What follows belongs to an exercise in optimizing a design on an open flow for small area and a short achievable clock period; a production flow would make more cautious choices.
Only simulation tests tie the RTL to the original design; equivalence was not proved.
No activity file was given, so power comes from the tool's default toggle rates.

## flow/run.sh

```bash
#!/bin/bash
# synth_recipe.tcl (not shown) runs the flow's synth.tcl, then flattens the netlist and writes it again
# the make line also repeats each setting of config.mk as NAME=value (left out here)
make -C /OpenROAD-flow-scripts/flow DESIGN_CONFIG=/design/flow/config.mk WORK_HOME=/design/flow/orfs CLKGATE_MAP_FILE= SYNTH_SCRIPT=/design/flow/synth_recipe.tcl finish
```

## flow/config.mk

```make
export PLATFORM = sky130hd
export DESIGN_NAME = pipeline
export DESIGN_NICKNAME = pipeline
export VERILOG_FILES = /design/flow/design.v
export SDC_FILE = /design/flow/constraint.sdc
export NUM_CORES = 8
export LEC_CHECK = 0
export CAP_MARGIN = 40
export CORE_MARGIN = 2
export CORE_UTILIZATION = 25
export SLEW_MARGIN = 40
```

## flow/constraint.sdc

```tcl
create_clock -name core_clock -period 12.0 [get_ports {i_clk}]
set_input_delay 2.4000 -clock core_clock [delete_from_list [all_inputs] [get_ports {i_clk}]]
set_output_delay 2.4000 -clock core_clock [all_outputs]
set_load 0.01 [all_outputs]
```

## flow/design.v

```verilog
module alu (
  input logic [31:0] i_operand_a,   
  input logic [31:0] i_operand_b,   
  input logic [3:0] i_alu_op,       
  output logic [31:0] o_alu_data    
);
  logic [32:0] sub_result, add_result;
  logic [31:0] shifted_data;     
  logic [4:0] shift_amount;      
  logic sign_bit;                
  always_comb begin
    o_alu_data = 32'b0;
    sub_result = 33'b0;
    shifted_data = 32'b0;
    shift_amount = 5'b0;
    sign_bit = i_operand_a[31];   
    add_result = i_operand_a + i_operand_b;
    sub_result = {1'b0, i_operand_a} + ({1'b0, ~i_operand_b} + 1);
    case (i_alu_op)
      4'b0000: begin  
        o_alu_data = i_operand_a + i_operand_b;
      end
      4'b0001: begin  
        o_alu_data = sub_result[31:0];
      end
      4'b0010: begin  
        o_alu_data = (i_operand_a[31] ^ i_operand_b[31]) ? i_operand_a[31] : sub_result[31];
      end
      4'b0011: begin  
        o_alu_data = !sub_result[32];
      end
      4'b0100: begin  
        o_alu_data = i_operand_a ^ i_operand_b;
      end
      4'b0101: begin  
        o_alu_data = i_operand_a | i_operand_b;
      end
      4'b0110: begin  
        o_alu_data = i_operand_a & i_operand_b;
      end
      4'b0111: begin
        shifted_data = i_operand_a;
        shift_amount = i_operand_b[4:0];   
        if (shift_amount[0]) shifted_data = {shifted_data[30:0], 1'b0};    
        if (shift_amount[1]) shifted_data = {shifted_data[29:0], 2'b0};    
        if (shift_amount[2]) shifted_data = {shifted_data[27:0], 4'b0};    
        if (shift_amount[3]) shifted_data = {shifted_data[23:0], 8'b0};    
        if (shift_amount[4]) shifted_data = {shifted_data[15:0], 16'b0};   
        o_alu_data = shifted_data;
      end
      4'b1000: begin
        shifted_data = i_operand_a;
        shift_amount = i_operand_b[4:0];   
        if (shift_amount[0]) shifted_data = {1'b0, shifted_data[31:1]};    
        if (shift_amount[1]) shifted_data = {2'b0, shifted_data[31:2]};    
        if (shift_amount[2]) shifted_data = {4'b0, shifted_data[31:4]};    
        if (shift_amount[3]) shifted_data = {8'b0, shifted_data[31:8]};    
        if (shift_amount[4]) shifted_data = {16'b0, shifted_data[31:16]};  
        o_alu_data = shifted_data;
      end
      4'b1001: begin
        shifted_data = i_operand_a;
        shift_amount = i_operand_b[4:0];   
        if (shift_amount[0]) shifted_data = {sign_bit, shifted_data[31:1]};    
        if (shift_amount[1]) shifted_data = {{2{sign_bit}}, shifted_data[31:2]};    
        if (shift_amount[2]) shifted_data = {{4{sign_bit}}, shifted_data[31:4]};    
        if (shift_amount[3]) shifted_data = {{8{sign_bit}}, shifted_data[31:8]};    
        if (shift_amount[4]) shifted_data = {{16{sign_bit}}, shifted_data[31:16]};  
        o_alu_data = shifted_data;
      end
      4'b1010: begin
        o_alu_data = {add_result[31:1],1'b0};
      end
      4'b1111: begin
        o_alu_data = i_operand_b;
      end
      default: begin  
        o_alu_data = 32'b0;
      end
    endcase
  end
endmodule
module brc (
  input logic [31:0] i_rs1_data,    
  input logic [31:0] i_rs2_data,    
  input logic i_br_un,              
  output logic o_br_less,           
  output logic o_br_equal           
);
  logic [31:0] eq_bits;             
  logic [32:0] sub_result;          
  assign eq_bits = ~(i_rs1_data ^ i_rs2_data);
  assign o_br_equal = &eq_bits;
  always_comb begin
    sub_result = {1'b0, i_rs1_data} + ({1'b0, ~i_rs2_data} + 1);
    if (i_br_un) begin
      o_br_less = !sub_result[32];
    end else begin
      o_br_less = (i_rs1_data[31] ^ i_rs2_data[31]) ? i_rs1_data[31] : sub_result[31];
    end
  end
endmodule
module br_ctr_unit(
    input logic [31:0] instr_E,
    input logic br_less,
    input logic br_equal,
    output logic ctr_opa_sel_E,
    output logic opa_sel,
    output logic pc_sel
);
  logic [6:0] opcode;
  logic [2:0] funct3;
  logic [6:0] funct7;
  assign opcode = instr_E[6:0];
  assign funct3 = instr_E[14:12];
  assign funct7 = instr_E[31:25];
    always_comb begin
	 ctr_opa_sel_E = 0;
	 opa_sel = 0;
	 pc_sel = 0;
    if (opcode == 7'b1100011) begin  
      ctr_opa_sel_E = 1;
      case (funct3)
        3'b000: begin
          if (br_equal) begin
            opa_sel = 1'b1;
            pc_sel = 1'b1;
          end else begin
            pc_sel = 1'b0;
          end
        end
        3'b001: begin
          if (br_equal) begin
            pc_sel = 1'b0;
          end else begin
            opa_sel = 1'b1;
            pc_sel = 1'b1;
          end
        end
        3'b100: begin
          if (br_less) begin
            opa_sel = 1'b1;
            pc_sel = 1'b1;
          end else begin
            pc_sel = 1'b0;
          end
        end
        3'b101: begin
          if (br_equal || (!br_equal && !br_less)) begin
            opa_sel = 1'b1;
            pc_sel = 1'b1;
          end else begin
            pc_sel = 1'b0;
          end
        end
        3'b110: begin
          if (br_less) begin
            opa_sel = 1'b1;
            pc_sel = 1'b1;
          end else begin
            pc_sel = 1'b0;
          end
        end
        3'b111: begin
          if (br_equal || (!br_equal && !br_less)) begin
            opa_sel = 1'b1;
            pc_sel = 1'b1;
          end else begin
            pc_sel = 1'b0;
          end
        end
      endcase
    end
    else ctr_opa_sel_E = 0;
    end
endmodule
module ctrl_unit (
  input logic [31:0] instr,
  output logic rd_wren,
  output logic insn_vld,
  output logic br_un,
  output logic pc_sel,
  output logic opa_sel,
  output logic opb_sel,
  output logic [3:0] alu_op,
  output logic [1:0] mem_wren,
  output logic [1:0]i_data_type,
  output logic i_unsigned,
  output logic [1:0] wb_sel
);
  logic [6:0] opcode;
  logic [2:0] funct3;
  logic [6:0] funct7;
  assign opcode = instr[6:0];
  assign funct3 = instr[14:12];
  assign funct7 = instr[31:25];
  always_comb begin
  i_unsigned = 1'b0;
  i_data_type = 2'b11;
  rd_wren = 0;
  insn_vld = 0;
  br_un = 0;
  pc_sel = 0;
  opa_sel = 0;
  opb_sel = 0;
  alu_op = 4'b0000;
  mem_wren = 0;
  wb_sel = 2'b00;
  case (opcode)
    7'b0110011: begin   
      rd_wren = 1;
      insn_vld = 1;
      opb_sel = 1;
      wb_sel = 2'b01;
      case (funct3) 
        3'b000: alu_op = (funct7 == 7'b0000000) ? 4'b0000 : 4'b0001; 
        3'b001: alu_op = 4'b0111;
        3'b010: alu_op = 4'b0010;
        3'b011: alu_op = 4'b0011;
        3'b100: alu_op = 4'b0100;
        3'b101: alu_op = (funct7 == 7'b0000000) ? 4'b1000 : 4'b1001;
        3'b110: alu_op = 4'b0101;
        3'b111: alu_op = 4'b0110;
        default: alu_op = 4'b0000;
      endcase
    end
    7'b0010011: begin   
      rd_wren = 1;
      insn_vld = 1;
      wb_sel = 2'b01;
      case (funct3)
        3'b000: alu_op = 4'b0000;
        3'b001: alu_op = 4'b0111;
        3'b010: alu_op = 4'b0010;
        3'b011: alu_op = 4'b0011;
        3'b100: alu_op = 4'b0100;
        3'b101: alu_op = (funct7 == 7'b0000000) ? 4'b1000 : 4'b1001;
        3'b110: alu_op = 4'b0101;
        3'b111: alu_op = 4'b0110;
        default: alu_op = 4'b0000;
      endcase
    end
    7'b0110111: begin
      rd_wren = 1;
      insn_vld = 1;
      alu_op = 4'b1111;
      wb_sel = 2'b01;
    end
    7'b0000011: begin  
      mem_wren = 2'b10;
      rd_wren = 1;
      insn_vld = 1;
      wb_sel = 2'b00;
      alu_op = 4'b0000;
      case (funct3)
        3'b000: begin
          i_data_type = 2'b10;
        end
        3'b001: begin
          i_data_type = 2'b01;
        end
        3'b010: begin
          i_data_type = 2'b00;
        end
        3'b100: begin
          i_data_type = 2'b10;
          i_unsigned = 1'b1;
        end
        3'b101: begin
          i_data_type = 2'b01;
          i_unsigned = 1'b1;
        end
        default: begin
          i_data_type = 2'b00;
          i_unsigned = 1'b0;
        end
      endcase
    end
    7'b0100011: begin   
      insn_vld = 1;
      alu_op = 4'b0000;  
      mem_wren = 2'b01;
      case (funct3)
        3'b000: begin
          i_data_type = 2'b10;
        end
        3'b001: begin
          i_data_type = 2'b01;
        end
        3'b010: begin
          i_data_type = 2'b00;
        end
        default: begin
          i_data_type = 2'b00;
          i_unsigned = 1'b0;
        end
      endcase
    end
    7'b1100011: begin  
      insn_vld = 1;
      br_un = funct3[1];
      alu_op = 4'b0000;
    end
    7'b1101111: begin
      insn_vld = 1;
      rd_wren = 1;
      pc_sel = 1'b1;
      opa_sel = 1'b1;
      wb_sel = 2'b10;
    end
    7'b0010111: begin
      insn_vld = 1;
      rd_wren = 1;
      opa_sel = 1;
      wb_sel = 2'b01;
    end
    7'b1100111: begin
      insn_vld = 1;
      rd_wren = 1;
      pc_sel = 1;
      wb_sel = 2'b10;
    end
  endcase
  end
endmodule
module ImmGen (
  input logic [31:0] instr,
  output logic [31:0] imm
);
  always_comb begin
    case (instr[6:0])
      7'b0010011, 7'b0000011, 7'b1100111:
        imm = {{20{instr[31]}}, instr[31:20]};  
      7'b0100011:
        imm = {{20{instr[31]}}, instr[31:25], instr[11:7]};  
      7'b1100011:
        imm = {{19{instr[31]}}, instr[31], instr[7], instr[30:25], instr[11:8], 1'b0};  
      7'b0110111, 7'b0010111:
        imm = {instr[31:12], 12'b0};  
      7'b1101111:
        imm = {{11{instr[31]}}, instr[31], instr[19:12], instr[20], instr[30:21], 1'b0};  
      default:
        imm = 32'b0;
    endcase
  end
endmodule
module mux_2to1 (
  input logic [31:0] a,
  input logic [31:0] b,
  input logic sel,
  output logic [31:0] y
);
  assign y = sel ? b : a;
endmodule
module mux_3to1 (
  input logic [31:0] a,
  input logic [31:0] b,
  input logic [31:0] c,
  input logic [1:0] sel,
  output logic [31:0] y
);
  always_comb begin 
    case (sel) 
      2'b00: y = a;
      2'b01: y = b;
      2'b10: y = c;
      default: y = 32'b0;
    endcase
  end
endmodule
module pc (
  input logic i_clk,
  input logic i_rst_n, en,
  input logic StallF,
  input logic [31:0] PC_i,
  output logic [31:0] PC_o
);
  always_ff @(posedge i_clk or negedge i_rst_n) begin
    if (!i_rst_n) begin
      PC_o <= 0;
    end else if (StallF) begin
    end else begin
      PC_o <= PC_i;
    end
  end
endmodule
module pc_adder (
  input logic [31:0] pc,
  output logic [31:0] pcp
);
  assign pcp = pc + 4;
endmodule
module regfile (
  input logic i_clk,               
  input logic i_rst_n,               
  input logic [4:0] i_rs1_addr,    
  input logic [4:0] i_rs2_addr,    
  input logic [4:0] i_rd_addr,     
  input logic [31:0] i_rd_data,    
  input logic i_rd_wren,           
  output logic [31:0] o_rs1_data,  
  output logic [31:0] o_rs2_data,  
  output logic [31:0] checker1,
  output logic [31:0] checker2,
  output logic [31:0] checker3,
  output logic [31:0] checker4,
  output logic [31:0] checker10
);
  logic [31:0] regfile [31:0];
  assign o_rs1_data = (i_rs1_addr == 5'b0) ? 32'b0 : regfile[i_rs1_addr];
  assign o_rs2_data = (i_rs2_addr == 5'b0) ? 32'b0 : regfile[i_rs2_addr];
  assign checker1 = regfile[1];
  assign checker2 = regfile[2];
  assign checker3 = regfile[3];
  assign checker4 = regfile[4];
  assign checker10 = regfile[10];
  always_ff @(negedge i_clk or negedge i_rst_n) begin
    if (!i_rst_n) begin
      regfile[0] <= 32'b0;
		  regfile[1] <= 32'b0;
		  regfile[2] <= 32'b0;
		  regfile[3] <= 32'b0;
		  regfile[4] <= 32'b0;
		  regfile[5] <= 32'b0;
		  regfile[6] <= 32'b0;
		  regfile[7] <= 32'b0;
		  regfile[8] <= 32'b0;
		  regfile[9] <= 32'b0;
		  regfile[10] <= 32'b0;
		  regfile[11] <= 32'b0;
		  regfile[12] <= 32'b0;
		  regfile[13] <= 32'b0;
		  regfile[14] <= 32'b0;
		  regfile[15] <= 32'b0;
		  regfile[16] <= 32'b0;
		  regfile[17] <= 32'b0;
		  regfile[18] <= 32'b0;
		  regfile[19] <= 32'b0;
		  regfile[20] <= 32'b0;
		  regfile[21] <= 32'b0;
		  regfile[22] <= 32'b0;
		  regfile[23] <= 32'b0;
		  regfile[24] <= 32'b0;
		  regfile[25] <= 32'b0;
		  regfile[26] <= 32'b0;
		  regfile[27] <= 32'b0;
		  regfile[28] <= 32'b0;
		  regfile[29] <= 32'b0;
		  regfile[30] <= 32'b0;
		  regfile[31] <= 32'b0;
    end else if (i_rd_wren && (i_rd_addr != 5'b0)) begin
      regfile[i_rd_addr] <= i_rd_data;
    end
  end
endmodule
module lsu (
    input  logic        i_clk,
    input  logic        i_rst_n,
    input  logic [31:0] i_lsu_addr,
    input  logic [31:0] i_st_data,
    input  logic [1:0]  i_lsu_wren,
    input  logic [31:0] i_io_sw,
    input  logic [3:0]  i_io_btn,
    input  logic [1:0]  i_data_type,
    input  logic 		   i_unsigned,
    output logic [31:0] o_ld_data,
    output logic [31:0] o_io_ledr,
    output logic [31:0] o_io_ledg,
    output logic [6:0]  o_io_hex0,
    output logic [6:0]  o_io_hex1,
    output logic [6:0]  o_io_hex2,
    output logic [6:0]  o_io_hex3,
    output logic [6:0]  o_io_hex4,
    output logic [6:0]  o_io_hex5,
    output logic [6:0]  o_io_hex6,
    output logic [6:0]  o_io_hex7,
    output logic [31:0] o_io_lcd
    );
    parameter w = 2'b00, hw = 2'b01, b = 2'b10;
    parameter is_input_peripheral = 2'd0, is_output_peripheral = 2'd1, is_data_memory = 2'd2;
    logic [1:0] map; 
    logic [7:0] lcd_control [3:0];
    logic [7:0] seven_segment [7:0];
    logic [7:0] green_leds [3:0];
    logic [7:0] red_leds [3:0];
    logic [7:0] bank0 [31:0];
    logic [7:0] bank1 [31:0];
    logic [7:0] bank2 [31:0];
    logic [7:0] bank3 [31:0];
    logic [1:0] a_lo;
    logic [4:0] a_row;
    logic [4:0] row [3:0];
    logic [7:0] bank_q [3:0];
    logic [7:0] dm_byte [3:0];
    assign a_lo  = i_lsu_addr[1:0];
    assign a_row = i_lsu_addr[6:2];
    always_comb begin : bank_rows
      for (int j = 0; j < 4; j++) row[j] = a_row + {4'b0, (2'(j) < a_lo)};
    end
    assign bank_q[0] = bank0[row[0]];
    assign bank_q[1] = bank1[row[1]];
    assign bank_q[2] = bank2[row[2]];
    assign bank_q[3] = bank3[row[3]];
    always_comb begin : byte_rotate
      for (int k = 0; k < 4; k++) dm_byte[k] = bank_q[2'(a_lo + 2'(k))];
    end
    logic [7:0] switches [15:0];
    logic [7:0] buttons  [15:0];
	  logic [3:0] data_be;
    assign o_io_ledr = {red_leds[3],red_leds[2],red_leds[1],red_leds[0]};
    assign o_io_ledg = {green_leds[3],green_leds[2],green_leds[1],green_leds[0]};
    assign o_io_lcd = {lcd_control[3],lcd_control[2],lcd_control[1],lcd_control[0]};
    assign o_io_hex0 = seven_segment[0][6:0];
    assign o_io_hex1 = seven_segment[1][6:0];
    assign o_io_hex2 = seven_segment[2][6:0];
    assign o_io_hex3 = seven_segment[3][6:0];
    assign o_io_hex4 = seven_segment[4][6:0];
    assign o_io_hex5 = seven_segment[5][6:0];
    assign o_io_hex6 = seven_segment[6][6:0];
    assign o_io_hex7 = seven_segment[7][6:0];
    always_comb begin: byte_address_enable
	    data_be = '0;
      if(i_lsu_wren[1] || i_lsu_wren[0]) begin
        case(i_data_type)
            w: data_be = 4'b1111;
            hw: data_be = 4'b0011;
            b: data_be = 4'b0001;
            default: data_be = 4'b0000;
        endcase
      end
    end
    logic [3:0] i_bmask;
    always_comb begin : memory_mapping
        map = 2'b11;  
        if (i_lsu_addr >= 32'h02000 && i_lsu_addr <= 32'h03FFF) begin
            map = is_data_memory;
        end if (i_lsu_addr >= 32'h07000 && i_lsu_addr <= 32'h0703F)
            map = is_output_peripheral;
        if (i_lsu_addr >= 32'h07800 && i_lsu_addr <= 32'h0781F)
            map = is_input_peripheral;
    end
    logic [12:0] lsu_addr[3:0];
    assign lsu_addr[0]= i_lsu_addr[12:0];
    assign lsu_addr[1]= i_lsu_addr[12:0] + 13'd1;
    assign lsu_addr[2]= i_lsu_addr[12:0] + 13'd2;
    assign lsu_addr[3]= i_lsu_addr[12:0] + 13'd3;
    logic [31:0] ld_data;
    always_comb begin : load_data
      ld_data = '0;
        case(map)
            is_data_memory: begin
                ld_data = {dm_byte[3], dm_byte[2], dm_byte[1], dm_byte[0]};
            end
            is_input_peripheral: begin
                case (i_lsu_addr[31:4]) 
                    24'h0780:  ld_data = {switches[lsu_addr[3][3:0]], switches[lsu_addr[2][3:0]], switches[lsu_addr[1][3:0]], switches[lsu_addr[0][3:0]]};
                    24'h0781:  ld_data = {buttons[lsu_addr[3][3:0]], buttons[lsu_addr[2][3:0]], buttons[lsu_addr[1][3:0]], buttons[lsu_addr[0][3:0]]};
                    default:   ld_data = 32'b0;
                endcase
            end
            is_output_peripheral: begin
                case (i_lsu_addr[31:4]) 
                    28'h0700: ld_data = {((lsu_addr[3][3:2] == 2'b00) ? red_leds[lsu_addr[3][1:0]] : 8'b0),((lsu_addr[2][3:2] == 2'b00) ? red_leds[lsu_addr[2][1:0]] : 8'b0),((lsu_addr[1][3:2] == 2'b00) ? red_leds[lsu_addr[1][1:0]] : 8'b0),((lsu_addr[0][3:2] == 2'b00) ? red_leds[lsu_addr[0][1:0]] : 8'b0)};
                    28'h0701: ld_data = {((lsu_addr[3][3:2] == 2'b00) ? green_leds[lsu_addr[3][1:0]] : 8'b0),((lsu_addr[2][3:2] == 2'b00) ? green_leds[lsu_addr[2][1:0]] : 8'b0),((lsu_addr[1][3:2] == 2'b00) ? green_leds[lsu_addr[1][1:0]] : 8'b0),((lsu_addr[0][3:2] == 2'b00) ? green_leds[lsu_addr[0][1:0]] : 8'b0)};
                    28'h0703: ld_data = {((lsu_addr[3][3:2] == 2'b00) ? lcd_control[lsu_addr[3][1:0]] : 8'b0), ((lsu_addr[2][3:2] == 2'b00) ? lcd_control[lsu_addr[2][1:0]] : 8'b0), ((lsu_addr[1][3:2] == 2'b00) ? lcd_control[lsu_addr[1][1:0]] : 8'b0), ((lsu_addr[0][3:2] == 2'b00) ? lcd_control[lsu_addr[0][1:0]] : 8'b0)};
                    28'h0702: ld_data = {seven_segment[lsu_addr[3][2:0]], seven_segment[lsu_addr[2][2:0]], seven_segment[lsu_addr[1][2:0]], seven_segment[lsu_addr[0][2:0]]};
                    default:  ld_data = 32'b0;
                endcase
            end
        endcase
    end
    always_comb begin: load_unit
      o_ld_data = ld_data;
      if (i_unsigned) begin
        if (i_data_type == hw) 
            o_ld_data = {16'b0, ld_data[15:0]};
        else if (i_data_type == b) 
            o_ld_data = {24'b0, ld_data[7:0]};
        else if (i_data_type == w)
            o_ld_data = ld_data;
      end else begin 
        if (i_data_type == hw) 
            o_ld_data = {{16{ld_data[15]}}, ld_data[15:0]};
        else if (i_data_type == b) 
            o_ld_data = {{24{ld_data[7]}}, ld_data[7:0]};
        else if (i_data_type == w)
            o_ld_data = ld_data;
      end
    end
    always_ff @(posedge i_clk or negedge i_rst_n) begin :output_buffer_store_unit
        if (!i_rst_n) begin
            red_leds[0] <= 0;
            red_leds[1] <= 0;
            red_leds[2] <= 0;
            red_leds[3] <= 0;
            green_leds[0] <= 0;
            green_leds[1] <= 0;
            green_leds[2] <= 0;
            green_leds[3] <= 0;
            lcd_control[0] <= 0;
            lcd_control[1] <= 0;
            lcd_control[2] <= 0;
            lcd_control[3] <= 0;
            seven_segment[0] <= 0;
            seven_segment[1] <= 0;
            seven_segment[2] <= 0;
            seven_segment[3] <= 0;
            seven_segment[4] <= 0;
            seven_segment[5] <= 0;
            seven_segment[6] <= 0;
            seven_segment[7] <= 0;
        end else if (i_lsu_wren[0]) begin
          if ((map == is_output_peripheral)) begin
              case (i_lsu_addr[31:4])
                  28'h0700: begin
                      if (data_be[0]) 
                          red_leds[0] <= i_st_data[7:0];
                      if (data_be[1]) 
                          red_leds[1] <= i_st_data[15:8];
                      if (data_be[2]) 
                          red_leds[2] <= i_st_data[23:16];
                      if (data_be[3]) 
                          red_leds[3] <= i_st_data[31:24];
                  end
                  28'h0701: begin
                      if (data_be[0]) 
                          green_leds[0] <= i_st_data[7:0];
                      if (data_be[1]) 
                          green_leds[1] <= i_st_data[15:8];
                      if (data_be[2]) 
                          green_leds[2] <= i_st_data[23:16];
                      if (data_be[3]) 
                          green_leds[3] <= i_st_data[31:24];
                  end
                  28'h0702: begin
                      if (data_be[0]) 
                          seven_segment[lsu_addr[0][2:0]] <= i_st_data[7:0];
                      if (data_be[1]) 
                          seven_segment[lsu_addr[1][2:0]] <= i_st_data[15:8];
                      if (data_be[2]) 
                          seven_segment[lsu_addr[2][2:0]] <= i_st_data[23:16];
                      if (data_be[3]) 
                          seven_segment[lsu_addr[3][2:0]] <= i_st_data[31:24];
                  end
                  28'h0703: begin
                      if (data_be[0]) 
                          lcd_control[0] <= i_st_data[7:0];
                      if (data_be[1]) 
                          lcd_control[1] <= i_st_data[15:8];
                      if (data_be[2]) 
                          lcd_control[2] <= i_st_data[23:16];
                      if (data_be[3]) 
                          lcd_control[3] <= i_st_data[31:24];
                  end
              endcase
          end
        end
    end
    logic dm_we;
    logic [3:0] bank_we;
    logic [7:0] bank_d [3:0];
    assign dm_we = i_rst_n && i_lsu_wren[0] && (map != is_output_peripheral)
                   && (i_lsu_addr >= 32'h02000 && i_lsu_addr <= 32'h03FFF);
    always_comb begin : bank_write
      for (int j = 0; j < 4; j++) begin
        bank_we[j] = dm_we && data_be[2'(2'(j) - a_lo)];
        bank_d[j]  = i_st_data[8*(2'(2'(j) - a_lo)) +: 8];
      end
    end
    always_ff @(posedge i_clk) begin : data_memory
      if (bank_we[0]) bank0[row[0]] <= bank_d[0];
      if (bank_we[1]) bank1[row[1]] <= bank_d[1];
      if (bank_we[2]) bank2[row[2]] <= bank_d[2];
      if (bank_we[3]) bank3[row[3]] <= bank_d[3];
    end
    always_comb begin : input_buffer_store_unit
            switches[0] = i_io_sw[7:0];
            switches[1] = i_io_sw[15:8];
            switches[2] = i_io_sw[23:16];
            switches[3] = i_io_sw[31:24];
            buttons[0]  = {4'b0, i_io_btn};
            for (int k = 4; k < 16; k++) switches[k] = 8'b0;
            for (int k = 1; k < 16; k++) buttons[k] = 8'b0;
    end
endmodule
module insn_vld (
  input logic i_clk,
  input logic i_rst_n,
  input logic insn_vld,
  output logic o_insn_vld
);
  always_ff @(posedge i_clk or negedge i_rst_n) begin
    if (!i_rst_n) begin
      o_insn_vld <= 1'b0;
    end else begin
      o_insn_vld <= insn_vld;
    end
  end
endmodule
module hazard_unit (
    input logic [31:0] instr_D,
    input logic [31:0] instr_E,
    input logic [31:0] instr_M,
    input logic [31:0] instr_W,
    input logic [1:0] wb_sel_E,
    input logic rd_wren_D,
    input logic rd_wren_E,
    input logic rd_wren_M,
    input logic rd_wren_W,
	input logic pc_sel_E,
    output logic StallF,
    output logic StallD,
    output logic FlushD,
    output logic StallE,
    output logic FlushE,
    output logic StallM,
    output logic FlushM,
    output logic StallW,
    output logic FlushW,
    output logic [1:0] ForwardAE,
    output logic [1:0] ForwardBE,
    output logic ldStall_check
);
logic [4:0] rs1_addr_D, rs2_addr_D, rs1_addr_E, rs2_addr_E, rd_addr_E, rd_addr_M, rd_addr_W;
logic ldStall, brFlush;
assign ldStall_check = ldStall;
assign rs1_addr_D = instr_D [19:15];
assign rs2_addr_D = instr_D [24:20];
assign rs1_addr_E = instr_E [19:15];
assign rs2_addr_E = instr_E [24:20];
assign rd_addr_E = instr_E [11:7];
assign rd_addr_M = instr_M [11:7];
assign rd_addr_W = instr_W [11:7];
always_comb begin
    if  (((rs1_addr_E == rd_addr_M) && rd_wren_M) && (rs1_addr_E != 0)) begin
        ForwardAE = 2'b10;
    end else if (((rs1_addr_E == rd_addr_W) && rd_wren_W) && (rs1_addr_E != 0)) begin
        ForwardAE = 2'b01;
    end else begin
		ForwardAE = 2'b00;
	end
    if (((rs2_addr_E == rd_addr_M) && rd_wren_M) && (rs2_addr_E != 0))begin
        ForwardBE = 2'b10;
    end else if   (((rs2_addr_E == rd_addr_W) && rd_wren_W) && (rs2_addr_E != 0)) begin
        ForwardBE = 2'b01;
    end else begin
	    ForwardBE = 2'b00;
	end
    brFlush = pc_sel_E;
    ldStall = ((instr_E[6:0] == 7'b0000011) & ((rs1_addr_D == rd_addr_E) | (rs2_addr_D == rd_addr_E)));    
    StallD = ldStall;
    StallF = ldStall;
    FlushD = brFlush;
    FlushE = ldStall | brFlush;
    StallE = 1'b0;
    FlushM = 1'b0;
    StallM = 1'b0;
    StallW = 1'b0;
    FlushW = 1'b0;
end
endmodule
module first_register (
    input logic i_clk,
    input logic i_rst_n,
    input logic StallD,
    input logic FlushD,
    input logic [31:0] instrF,
    input logic [31:0] PCF,
    input logic [31:0] PCPlus4F,
    output logic [31:0] instrD, 
    output logic [31:0] PCD,
    output logic [31:0] PCPlus4D
);
    always_ff @(posedge i_clk or negedge i_rst_n) begin
        if (!i_rst_n) begin
            instrD <= 32'd0;
            PCD <= 32'd0;
            PCPlus4D <= 32'd0;
        end
        else if (StallD) begin
        end
        else if (FlushD) begin
            instrD <= 32'd0;
            PCD <= 32'd0;
            PCPlus4D <= 32'd0;
        end
        else begin
            instrD <= instrF;
            PCD <= PCF;
            PCPlus4D <= PCPlus4F;
        end
    end
endmodule
module second_register (
    input logic i_clk,
    input logic i_rst_n,
    input logic StallE,
    input logic FlushE,
    input logic br_un_D,
    input logic [31:0] PCD,
    input logic [31:0] PCPlus4D,
    input logic [31:0] instrD,
    input logic [31:0] rs1_dataD,
    input logic [31:0] rs2_dataD,
    input logic [4:0] rd_addrD,
    input logic [31:0] immD,
    input logic pc_selD,
    input logic rd_wrenD,
    input logic opa_selD,
    input logic opb_selD,
    input logic [3:0] alu_opD,
    input logic [1:0] mem_wrenD,
    input logic [1:0] wb_selD,
    input logic i_unsignedD,
    input logic [1:0] i_data_typeD,
    output logic [31:0] PCE,
    output logic [31:0] PCPlus4E,
    output logic [31:0] instrE,
    output logic [31:0] rs1_dataE,
    output logic [31:0] rs2_dataE,
    output logic [4:0] rd_addrE,
    output logic [31:0] immE,
    output logic pc_selE,
    output logic rd_wrenE,
    output logic opa_selE,
    output logic opb_selE,
    output logic [3:0] alu_opE,
    output logic [1:0] mem_wrenE,
    output logic [1:0] wb_selE,
    output logic i_unsignedE,
    output logic br_un_E,
    output logic [1:0] i_data_typeE
);
    always_ff @(posedge i_clk or negedge i_rst_n) begin
        if (!i_rst_n) begin
            PCE <= 32'd0;
            PCPlus4E <= 32'd0;
            instrE <= 32'd0;
            rs1_dataE <= 32'd0;
            rs2_dataE <= 32'd0;
            rd_addrE <= 5'd0;
            immE <= 32'd0;
            pc_selE <= 1'b0;
            rd_wrenE <= 1'b0;
            opa_selE <= 1'b0;
            opb_selE <= 1'b0;
            alu_opE <= 4'd0;
            mem_wrenE <= 2'b0;
            wb_selE <= 2'd0;
            i_unsignedE <= 1'b0;
            i_data_typeE <= 2'b0;
            br_un_E <= 0;
        end else if (StallE) begin
        end else if (FlushE) begin
            PCE <= 32'd0;
            PCPlus4E <= 32'd0;
            instrE <= 32'd0;
            rs1_dataE <= 32'd0;
            rs2_dataE <= 32'd0;
            rd_addrE <= 5'd0;
            immE <= 32'd0;
            pc_selE <= 1'b0;
            rd_wrenE <= 1'b0;
            opa_selE <= 1'b0;
            opb_selE <= 1'b0;
            alu_opE <= 4'd0;
            mem_wrenE <= 2'b0;
            wb_selE <= 2'd0;
            i_unsignedE <= 1'b0;
            i_data_typeE <= 2'b0;
            br_un_E <= 0;
        end else begin
            PCE <= PCD;
            PCPlus4E <= PCPlus4D;
            instrE <= instrD;
            rs1_dataE <= rs1_dataD;
            rs2_dataE <= rs2_dataD;
            rd_addrE <= rd_addrD;
            immE <= immD;
            pc_selE <= pc_selD;
            rd_wrenE <= rd_wrenD;
            opa_selE <= opa_selD;
            opb_selE <= opb_selD;
            alu_opE <= alu_opD;
            mem_wrenE <= mem_wrenD;
            wb_selE <= wb_selD;
            i_unsignedE <= i_unsignedD;
            i_data_typeE <= i_data_typeD;
            br_un_E <= br_un_D;
        end
    end
endmodule
module third_register (
    input logic i_clk,
    input logic i_rst_n,
    input logic StallM,
    input logic FlushM,
    input logic [31:0] instrE,
    input logic [31:0] alu_dataE,
    input logic [31:0] rs2_dataHE,
    input logic [4:0] rd_addrE,
    input logic [31:0] PCE,
    input logic [31:0] PCPlus4E,
    input logic rd_wrenE,
    input logic [1:0] mem_wrenE,
    input logic [1:0] wb_selE,
    input logic i_unsignedE,
    input logic [1:0] i_data_typeE,
    output logic [31:0] instrM,
    output logic [31:0] alu_dataM,
    output logic [31:0] rs2_dataHM,
    output logic [4:0] rd_addrM,
    output logic [31:0] PCM,
    output logic [31:0] PCPlus4M,
    output logic rd_wrenM,
    output logic [1:0] mem_wrenM,
    output logic [1:0] wb_selM,
    output logic i_unsignedM,
    output logic [1:0] i_data_typeM
);
    always_ff @(posedge i_clk or negedge i_rst_n) begin
        if (!i_rst_n) begin
            instrM <= 32'd0;
            alu_dataM <= 32'd0;
            rs2_dataHM <= 32'd0;
            rd_addrM <= 5'd0;
            PCPlus4M <= 32'd0;
            rd_wrenM <= 1'b0;
            mem_wrenM <= 2'b0;
            wb_selM <= 2'd0;
            i_unsignedM <= 1'b0;
            i_data_typeM <= 2'b0;
            PCM <= 0;
        end else if (StallM) begin
        end else if (FlushM) begin
            instrM <= 32'd0;
            alu_dataM <= 32'd0;
            rs2_dataHM <= 32'd0;
            rd_addrM <= 5'd0;
            PCPlus4M <= 32'd0;
            rd_wrenM <= 1'b0;
            mem_wrenM <= 2'b0;
            wb_selM <= 2'd0;
            i_unsignedM <= 1'b0;
            i_data_typeM <= 2'b0;
            PCM <= 0;
        end else begin
            instrM <= instrE;
            alu_dataM <= alu_dataE;
            rs2_dataHM <= rs2_dataHE;
            rd_addrM <= rd_addrE;
            PCPlus4M <= PCPlus4E;
            rd_wrenM <= rd_wrenE;
            mem_wrenM <= mem_wrenE;
            wb_selM <= wb_selE;
            i_unsignedM <= i_unsignedE;
            i_data_typeM <= i_data_typeE;
            PCM <= PCE;
        end
    end
endmodule
module fourth_register (
    input logic i_clk,
    input logic i_rst_n,
    input logic StallW,
    input logic FlushW,
    input logic [31:0] instrM,
    input logic [31:0] alu_dataM,
    input logic [31:0] ld_dataM,
    input logic [4:0] rd_addrM,
    input logic [31:0] PCM,
    input logic [31:0] PCPlus4M,
    input logic rd_wrenM,
    input logic [1:0] wb_selM,
    output logic [31:0] instrW,
    output logic [31:0] alu_dataW,
    output logic [31:0] ld_dataW,
    output logic [4:0] rd_addrW,
    output logic [31:0] PCW,
    output logic [31:0] PCPlus4W,
    output logic rd_wrenW,
    output logic [1:0] wb_selW
);
    always_ff @(posedge i_clk or negedge i_rst_n) begin
        if (!i_rst_n) begin
            instrW <= 32'd0;
            alu_dataW <= 32'd0;
            ld_dataW <= 32'd0;
            rd_addrW <= 5'd0;
            PCPlus4W <= 32'd0;
            rd_wrenW <= 1'b0;
            wb_selW <= 2'd0;
            PCW <= 0;
        end else if (StallW) begin
        end else if (FlushW) begin
            instrW <= 32'd0;
            alu_dataW <= 32'd0;
            ld_dataW <= 32'd0;
            rd_addrW <= 5'd0;
            PCPlus4W <= 32'd0;
            rd_wrenW <= 1'b0;
            wb_selW <= 2'd0;
            PCW <= 0;
        end else begin
            instrW <= instrM;
            alu_dataW <= alu_dataM;
            ld_dataW <= ld_dataM;
            rd_addrW <= rd_addrM;
            PCPlus4W <= PCPlus4M;
            rd_wrenW <= rd_wrenM;
            wb_selW <= wb_selM;
            PCW <= PCM;
        end
    end
endmodule
module pipeline (
  input logic i_clk,          
  input logic i_rst_n,        
  input logic [31:0] i_io_sw,      
  input logic [3:0] i_io_btn,       
  output logic [31:0] o_imem_addr,  
  input logic [31:0] i_imem_data,   
  output logic [31:0] checker1, checker2, checker3, checker4, checker10,
  output logic [31:0] o_pc_debug,   
  output logic o_insn_vld,         
  output logic [31:0] o_io_ledr,   
  output logic [31:0] o_io_ledg,   
  output logic [6:0] o_io_hex0,    
  output logic [6:0] o_io_hex1,    
  output logic [6:0] o_io_hex2,    
  output logic [6:0] o_io_hex3,    
  output logic [6:0] o_io_hex4,    
  output logic [6:0] o_io_hex5,    
  output logic [6:0] o_io_hex6,    
  output logic [6:0] o_io_hex7,    
  output logic [31:0] o_io_lcd    
);
logic [31:0] PC_M, PCPlus4_F, alu_data_E, PCnext_F, PC_F, instr_F, instr_D, PC_D, PCPlus4_D, wb_data_W, rs1_data_D, rs2_data_D, imm_D, PC_E, PCPlus4_E, instr_E, rs1_data_E, rs2_data_E, imm_E, operand_a_E, operand_b_E, instr_M, alu_data_M, rs2_data_M, PCPlus4_M, ld_data_M, instr_W, alu_data_W, ld_data_W, PCPlus4_W, rs1_data_HE, rs2_data_HE, rs2_data_HM;
logic [4:0] rd_addr_W, rd_addr_E, rd_addr_M;
logic [3:0] alu_op_D, alu_op_E;
logic [1:0] mem_wren_D, data_type_D, wb_sel_D, mem_wren_E, wb_sel_E, data_type_E, mem_wren_M, wb_sel_M, data_type_M, wb_sel_W, ForwardAE, ForwardBE, ForwardaE, ForwardbE;
logic br_un_D, ldStall_check;
logic opa_sel_final, pc_sel_final, br_opa_sel, br_pc_sel, ctr_opa_sel_E, pc_sel_E, rd_wren_W, br_un_E, br_less_E, br_equal_E, rd_wren_D, ins_vld_D, pc_sel_D, opa_sel_D, opb_sel_D, unsigned_D, rd_wren_E, opa_sel_E, opb_sel_E, unsigned_E, rd_wren_M, unsigned_M, StallF, StallD, FlushD, StallE, FlushE, StallM, FlushM, StallW, FlushW;
mux_2to1 muxPCsel (
  .a(PCPlus4_F),
  .b(alu_data_E),
  .sel(pc_sel_final),
  .y(PCnext_F)
);
pc Pc (
  .i_clk(i_clk),
  .i_rst_n(i_rst_n),
  .en(1),
  .StallF(StallF),
  .PC_i(PCnext_F),
  .PC_o(PC_F)
);
pc_adder adder (
  .pc(PC_F),
  .pcp(PCPlus4_F)
);
assign o_imem_addr = PC_F;
assign instr_F = i_imem_data;
first_register firstDff (
  .i_clk(i_clk),
  .i_rst_n(i_rst_n),
  .StallD(StallD),
  .FlushD(FlushD),
  .instrF(instr_F),
  .PCF(PC_F),
  .PCPlus4F(PCPlus4_F),
  .instrD(instr_D),
  .PCD(PC_D),
  .PCPlus4D(PCPlus4_D)
);
regfile regf(
  .i_clk(i_clk),
  .i_rst_n(i_rst_n),
  .i_rs1_addr(instr_D[19:15]),
  .i_rs2_addr(instr_D[24:20]),
  .i_rd_addr(rd_addr_W),
  .i_rd_data(wb_data_W),
  .i_rd_wren(rd_wren_W),
  .o_rs1_data(rs1_data_D),
  .o_rs2_data(rs2_data_D),
  .checker1(checker1),
  .checker2(checker2),
  .checker3(checker3),
  .checker4(checker4),
  .checker10(checker10)
);
ImmGen immgen (
  .instr(instr_D),
  .imm(imm_D)
);
ctrl_unit ctrl (
  .instr(instr_D),
  .rd_wren(rd_wren_D),
  .insn_vld(ins_vld_D),
  .br_un(br_un_D),
  .pc_sel(pc_sel_D),
  .opa_sel(opa_sel_D),
  .opb_sel(opb_sel_D),
  .alu_op(alu_op_D),
  .mem_wren(mem_wren_D),
  .i_data_type(data_type_D),
  .i_unsigned(unsigned_D),
  .wb_sel(wb_sel_D)
);
second_register secondDff (
  .i_clk(i_clk),
  .i_rst_n(i_rst_n),
  .StallE(StallE),
  .FlushE(FlushE),
  .PCD(PC_D),
  .br_un_D(br_un_D),
  .br_un_E(br_un_E),
  .PCPlus4D(PCPlus4_D),
  .instrD(instr_D),
  .rs1_dataD(rs1_data_D),
  .rs2_dataD(rs2_data_D),
  .rd_addrD(instr_D[11:7]),
  .immD(imm_D),
  .pc_selD(pc_sel_D),
  .rd_wrenD(rd_wren_D),
  .opa_selD(opa_sel_D),
  .opb_selD(opb_sel_D),
  .alu_opD(alu_op_D),
  .mem_wrenD(mem_wren_D),
  .wb_selD(wb_sel_D),
  .i_unsignedD(unsigned_D),
  .i_data_typeD(data_type_D),
  .PCE(PC_E),
  .PCPlus4E(PCPlus4_E),
  .instrE(instr_E),
  .rs1_dataE(rs1_data_E),
  .rs2_dataE(rs2_data_E),
  .rd_addrE(rd_addr_E),
  .immE(imm_E),
  .pc_selE(pc_sel_E),
  .rd_wrenE(rd_wren_E),
  .opa_selE(opa_sel_E),
  .opb_selE(opb_sel_E),
  .alu_opE(alu_op_E),
  .mem_wrenE(mem_wren_E),
  .wb_selE(wb_sel_E),
  .i_unsignedE(unsigned_E),
  .i_data_typeE(data_type_E)
);
brc Brc (
  .i_rs1_data(rs1_data_HE),
  .i_rs2_data(rs2_data_HE),
  .i_br_un(br_un_E),
  .o_br_less(br_less_E),
  .o_br_equal(br_equal_E)
);
br_ctr_unit brctr (
  .instr_E(instr_E),
  .br_less(br_less_E),
  .br_equal(br_equal_E),
  .ctr_opa_sel_E(ctr_opa_sel_E),
  .opa_sel(br_opa_sel),
  .pc_sel(br_pc_sel)
);
mux_2to1 brctrpcsel (
  .a(pc_sel_E),
  .b(br_pc_sel),
  .sel(ctr_opa_sel_E),
  .y(pc_sel_final)
);
mux_2to1 brctropasel (
  .a(opa_sel_E),
  .b(br_opa_sel),
  .sel(ctr_opa_sel_E),
  .y(opa_sel_final)
);
mux_3to1 data1forwardsel (
  .a(rs1_data_E),
  .b(wb_data_W),
  .c(alu_data_M),
  .sel(ForwardAE),
  .y(rs1_data_HE)
);
mux_2to1 muxOperandasel (
  .a(rs1_data_HE),
  .b(PC_E),
  .sel(opa_sel_final),
  .y(operand_a_E)  
);
mux_3to1 data2forwardsel (
  .a(rs2_data_E),
  .b(wb_data_W),
  .c(alu_data_M),
  .sel(ForwardBE),
  .y(rs2_data_HE)
);
mux_2to1 muxOperandbsel (
  .a(imm_E),
  .b(rs2_data_HE),
  .sel(opb_sel_E),
  .y(operand_b_E)  
);
alu Alu (
 .i_operand_a(operand_a_E),
 .i_operand_b(operand_b_E),
 .i_alu_op(alu_op_E),
 .o_alu_data(alu_data_E)
);
third_register thirdDff (
  .i_clk(i_clk),
  .i_rst_n(i_rst_n),
  .StallM(StallM),
  .FlushM(FlushM),
  .instrE(instr_E),
  .alu_dataE(alu_data_E),
  .rs2_dataHE(rs2_data_HE),
  .rd_addrE(rd_addr_E),
  .PCE(PC_E),
  .PCPlus4E(PCPlus4_E),
  .rd_wrenE(rd_wren_E),
  .mem_wrenE(mem_wren_E),
  .wb_selE(wb_sel_E),
  .i_unsignedE(unsigned_E),
  .i_data_typeE(data_type_E),
  .instrM(instr_M),
  .alu_dataM(alu_data_M),
  .rs2_dataHM(rs2_data_HM),
  .rd_addrM(rd_addr_M),
  .PCPlus4M(PCPlus4_M),
  .rd_wrenM(rd_wren_M),
  .mem_wrenM(mem_wren_M),
  .wb_selM(wb_sel_M),
  .PCM(PC_M),
  .i_unsignedM(unsigned_M),
  .i_data_typeM(data_type_M)
);
lsu Lsu (
  .i_clk(i_clk),
  .i_rst_n(i_rst_n),
  .i_lsu_addr(alu_data_M),
  .i_st_data(rs2_data_HM),
  .i_lsu_wren(mem_wren_M),
  .i_io_sw(i_io_sw),
  .i_data_type(data_type_M),
  .i_unsigned(unsigned_M),
  .i_io_btn(i_io_btn),
  .o_ld_data(ld_data_M),
  .o_io_ledr(o_io_ledr),
  .o_io_ledg(o_io_ledg),
  .o_io_hex0(o_io_hex0),
  .o_io_hex1(o_io_hex1),
  .o_io_hex2(o_io_hex2),
  .o_io_hex3(o_io_hex3),
  .o_io_hex4(o_io_hex4),
  .o_io_hex5(o_io_hex5),
  .o_io_hex6(o_io_hex6),
  .o_io_hex7(o_io_hex7),
  .o_io_lcd(o_io_lcd)
);
fourth_register fourthDff (
  .i_clk(i_clk),
  .i_rst_n(i_rst_n),
  .StallW(StallW),
  .FlushW(FlushW),
  .instrM(instr_M),
  .alu_dataM(alu_data_M),
  .ld_dataM(ld_data_M),
  .rd_addrM(rd_addr_M),
  .PCM(PC_M),
  .PCPlus4M(PCPlus4_M),
  .rd_wrenM(rd_wren_M),
  .wb_selM(wb_sel_M),
  .instrW(instr_W),
  .alu_dataW(alu_data_W),
  .ld_dataW(ld_data_W),
  .rd_addrW(rd_addr_W),
  .PCW(o_pc_debug),
  .PCPlus4W(PCPlus4_W),
  .rd_wrenW(rd_wren_W),
  .wb_selW(wb_sel_W)
);
mux_3to1 muxWBsel (
  .a(ld_data_W),
  .b(alu_data_W),
  .c(PCPlus4_W),
  .sel(wb_sel_W),
  .y(wb_data_W)
);
insn_vld ins_vld (
  .i_clk(i_clk),
  .i_rst_n(i_rst_n),
  .insn_vld(ins_vld_D),
  .o_insn_vld(o_insn_vld)
);
hazard_unit hazard (
  .instr_D(instr_D),
  .instr_E(instr_E),
  .instr_M(instr_M),
  .instr_W(instr_W),
  .wb_sel_E(wb_sel_E),
  .rd_wren_D(),
  .rd_wren_E(rd_wren_E),
  .rd_wren_M(rd_wren_M),
  .rd_wren_W(rd_wren_W),
  .pc_sel_E(pc_sel_final),
  .StallF(StallF),
  .StallD(StallD),
  .FlushD(FlushD),
  .StallE(StallE),
  .FlushE(FlushE),
  .StallM(StallM),
  .FlushM(FlushM),
  .StallW(StallW),
  .FlushW(FlushW),
  .ForwardAE(ForwardAE),
  .ForwardBE(ForwardBE),
  .ldStall_check(ldStall_check)
);
endmodule
```

==> summary.txt <==
- The run finished with no timing, DRC or antenna violations.
- Ranked by total cell area, the synthesized netlist is headed by sky130_fd_sc_hd__edfxtp_1 23%, sky130_fd_sc_hd__dfrtn_1 18%, sky130_fd_sc_hd__dfrtp_1 14%.
- Of the total synthesized cell area, the portion taken by full adders, half adders and majority gates is 1.42%.
- For this design the total switching power over the nets is 7.29 mW.
- Each instance of the synthesized netlist takes up on average 10.8 um2.
- Relative to the synthesized area, the layout overhead comes to 18.8%.
- The worst setup path is captured at a flip-flop.
- CTS placed an instance of sky130_fd_sc_hd__clkbuf_16 at the clock tree root.
- For the final database, setup skew stands at 0.134 ns.
- The dominant combinational cell family by area after synthesis is compound AO/OA/AOI/OAI gates.
- Cells with a size suffix above 1 make up 14.3% of the layout.
- The share of flip-flops with an asynchronous set or reset is 63.1%.
- The critical path is of the flip-flop to flip-flop type.
- The worst register-to-register path begins at secondDff.instrE[16].
- The count of cells in the finished layout, fillers not included, comes to 20,200.
- The number of enable flip-flop cells after synthesis is 1,024.
- The initial core utilization is 25.1%.
- Input and output buffers added on the ports amount to 446.
- The via density per instance is 5.87.
- The routed metal-1 wirelength is about 240,000 um.
- The met3 wirelength from detailed routing is slightly below 90,000 um.
- For this design, the CTS-stage hold fixing added 0 buffers.
- The worst-skew pair later-pin latency is 1.00 ns.
- The post-DP HPWL is 444,000 um.
- The worst hold path begins at secondDff.PCPlus4E[23].
- The number of failing hold endpoints at the final stage came to 0.
- In this run, CTS created clock tree buffers numbering about 310.
- In this run the biggest area consumer among cell types represents 22.6% of the synthesized area.
- The final layout contains 12,900 nets.
- For this run, the top clock speed supported by timing is 0.0888 GHz.
- The parity-gate share of the synthesized area counting xor and xnor cells is 0.496%.
- The number of pins exceeding their max-slew limit in the final report is 0.
- The multiplexer share of the synthesized area is 8.75%.
- The min-delay analysis places its worst path in the category flip-flop to flip-flop.
- The cell area after synthesis is 136,000 um2.
- Of the synthesized area, sequential elements account for around 55%.
- Including well taps, the total number of placed cells is 19,600.
- Setup repair after global routing left no endpoint under its margin.
- The number of antenna violations at the first check in global routing was 56.
- The count of nets left with antenna violations once routing finished came out at 0.
- The clock input transition at the sequential cells of the worst setup and hold paths is around 0.060 ns.
- Dividing total power by cell area gives a power density of 152 nW/um2.
- Routed signal wires occupy layers up through met5.
- By count the netlist is led by 1,308 x sky130_fd_sc_hd__nand2_1, 1,280 x sky130_fd_sc_hd__nor2_1, 1,118 x sky130_fd_sc_hd__a21oi_1.
- The critical path launch point type is a flip-flop.
- The count of yosys warnings during synthesis is 34.
- The number of different library cells used by synthesis comes to 99.
- The max-cap check violation count is 0.
- In this design, the stage delay of the slowest critical-path cell is around 0.58 ns.
- The endpoint with the worst hold slack is thirdDff.PCPlus4M[23].
- Among all flip-flop cells after synthesis, the most frequent one is sky130_fd_sc_hd__edfxtp_1.
- STA puts the critical path data required time at about 13 ns.
- Along the worst path, the maximum fanout reaches 25.
- The actual transition at the worst max-transition pin is around 1.0 ns.
- The width of the chip is 741 um.
- The aggregate global-route resource usage is about 23%.
- The fraction of the mapped netlist area in compound gates is about 20%.
- The total internal power is 17.2 mW.
- The number of sinks driven by the clock tree is 2,775.
- The cell count of the worst reg-to-reg path is 52.
- The initialized floorplan defines 270 standard-cell rows.
- The TritonCTS clock tree is yes.
- Entering global routing, the biggest net connects 181 pins.
- The post-layout minimum cycle time is 11.27 ns.
- The analysis attributes to cell leakage a power of 61.7 nW.
- The pre-antenna-repair detailed-routing pass consisted of 13 iterations.
- The share of total power dissipated in sequential elements is 45.3%.
- The total met2 wirelength after detailed routing is 277,000 um.
- Net switching is 29.7% of the power.
- The cell taking the most area after synthesis is sky130_fd_sc_hd__edfxtp_1.
- At the end of routability-driven placement, the weighted congestion stood at roughly 1.0.
- The peak ir drop on the vdd network is 0.000109 V.
- The via count of the first global-routing pass is 110,000.
- The clock power share is roughly two fifths.
- The first routing iteration left between 20,000 and 25,000 violations.
- The depth of the CTS H-tree is 5.
- Synthesis produced a netlist whose cell count is 12,600.
- The number of top-level pins is 447.
- The critical path data arrival time is roughly 12 ns.
- The maximum buffer depth of the clock tree is 4.
- The total overflow left after global routing is 0.
- The sum of routed wire length over all layers is approximately 670,000 um.
- In this run the critical register-to-register path is captured at Pc.PC_o[25].
- The register-to-register setup slack is roughly 0.73 ns.
- The detailed router placed 119,000 vias in this run.
- Counting instances, the worst hold path has a depth of 0.
- The dominant cell type by count on the critical path is sky130_fd_sc_hd__o21ai_0.
- The overall die area is 549,000 um2.
- The area of the core region is 541,000 um2.
- Measured against its own limit, the worst slew margin works out to between 30% and 40%.
- The worst path uses a little over nine tenths of the clock period.
- The die outline height is 741 um.
- The first global-routing pass estimated 911,000 um of wire.
- The part of the power in combinational logic is about 15%.
- Synthesis produced a netlist with a net count of 12,800.
- In the routed design, unresolved DRC markers number 0.
- The routed length per instance is 33.0 um.
- Setup violations remaining at the end of the flow were counted as 0.
- Of the total synthesized cell area, the portion taken by AND, OR, NAND and NOR gates is 11.1%.
- The slowest stage cell on the critical path is sky130_fd_sc_hd__or4_4.
- The accumulated negative setup slack is 0 ns.
- In this run, synthesis produced a sequential element count of ~2,800.
- sky130_fd_sc_hd__nand2_1 is the most common cell in the netlist.
## metrics by stage
stage                     hold WS (ns)  power, mW  setup slack [ns]  util [%]  instance area, um2
after floorplan                  0.331       12.8             0.846         -              136000
after global placement           0.331       14.8             0.344      27.7              150000
after detailed placement         0.335       14.9             0.436      27.8              151000
after CTS                        0.323       24.5             0.403      29.7              161000
after global routing             0.340       25.1            0.0404      29.8              161000
final                            0.320       24.5             0.734      29.8              161000
## sequential cells by signal (all words and copies together) (netlist names), 64 cells and up
name,count
regf.regfile,992
Lsu.bank1,256
Lsu.seven_segment,64
Lsu.bank2,256
Lsu.bank0,256
Lsu.bank3,256
## kinds of logic (layout without fill, tap and decap cells)
group,after synthesis,in the layout
compound gates,4033,4033
simple gates,3511,3511
flops,2775,2775
buf+inv,1319,1669
mux,730,730
fa+ha+maj,152,152
xor+xnor,77,77
other cells,0,59
## layout make-up
| cell class | instances | area (um2) |
|---|---|---|
| Clock buffer | 402 | 8540 |
| Timing Repair Buffer | 956 | 8930 |
| Fill cell | 55400 | 380000 |
| Inverter | 163 | 612 |
| Tap cell | 7208 | 9020 |
| Multi-Input combinational cell | 8503 | 58000 |
| Clock inverter | 148 | 1590 |
| Antenna cell | 59 | 148 |
| Sequential cell | 2775 | 74600 |
## worst max-delay path: cells and delay by family (launching register included)
family	cells	cell delay [ns]
compound gates	33	6.46
fa+ha+maj	4	1.29
buf+inv	7	1.14
flops	1	0.43
mux	1	0.18
simple gates	7	1.64
## power groups by stage
| stage | sequential (mW) | combinational [mW] | clock (mW) |
|---|---|---|---|
| final | 11.1 | 3.71 | 9.70 |
| after global routing | 11.1 | 3.85 | 10.2 |
| after CTS | 11.1 | 3.60 | 9.78 |
| after detailed placement | 11.3 | 3.58 | 0 |
| after global placement | 11.3 | 3.54 | 0 |
| after floorplan | 10.9 | 1.89 | 0 |
## metal layers
| layer | global-route usage, % | vias up |
|---|---|---|
| li1 | - | 47800 |
| met1 | 28.3 | 58600 |
| met2 | 33.5 | 9578 |
| met3 | 9.05 | 2667 |
| met4 | 16.4 | 24 |
| met5 | 0.646 | - |
## cell usage in the layout (no fill, tap or decap), drive strengths merged, types with 40 or more instances in the layout
master	instances
mux2	141
a21oi	1120
edfxtp	1024
clkbuf	403
nor3	222
o22ai	141
o21ai	957
ha	146
and3	117
dfrtn	992
clkdlybuf4s50	445
a21o	50
xnor2	55
a221oi	335
diode	59
a222oi	208
dfrtp	759
nand3	214
a22oi	392
clkinv	96
o31ai	55
buf	510
a22o	285
inv	177
a31oi	40
o211ai	46
nor2	1281
mux4	352
nand2	1308
nand4	152
a211oi	125
mux2i	237
## worst max-delay path by stage
| stage | from | end | cells after the start |
|---|---|---|---|
| floorplan | fourthDff.instrW[8] | Pc.PC_o[31] | 61 |
| CTS | secondDff.instrE[16] | Pc.PC_o[31] | 53 |
| finish | secondDff.instrE[16] | Pc.PC_o[25] | 52 |
| global route | secondDff.instrE[16] | Pc.PC_o[30] | 51 |
| detailed placement | secondDff.instrE[16] | Pc.PC_o[31] | 53 |
| global placement | secondDff.instrE[21] | Pc.PC_o[31] | 54 |
## repair_timing
item	in CTS	in global routing
resized for setup	0	6
endpoints found under the setup margin	0	9
buffers inserted	0	0
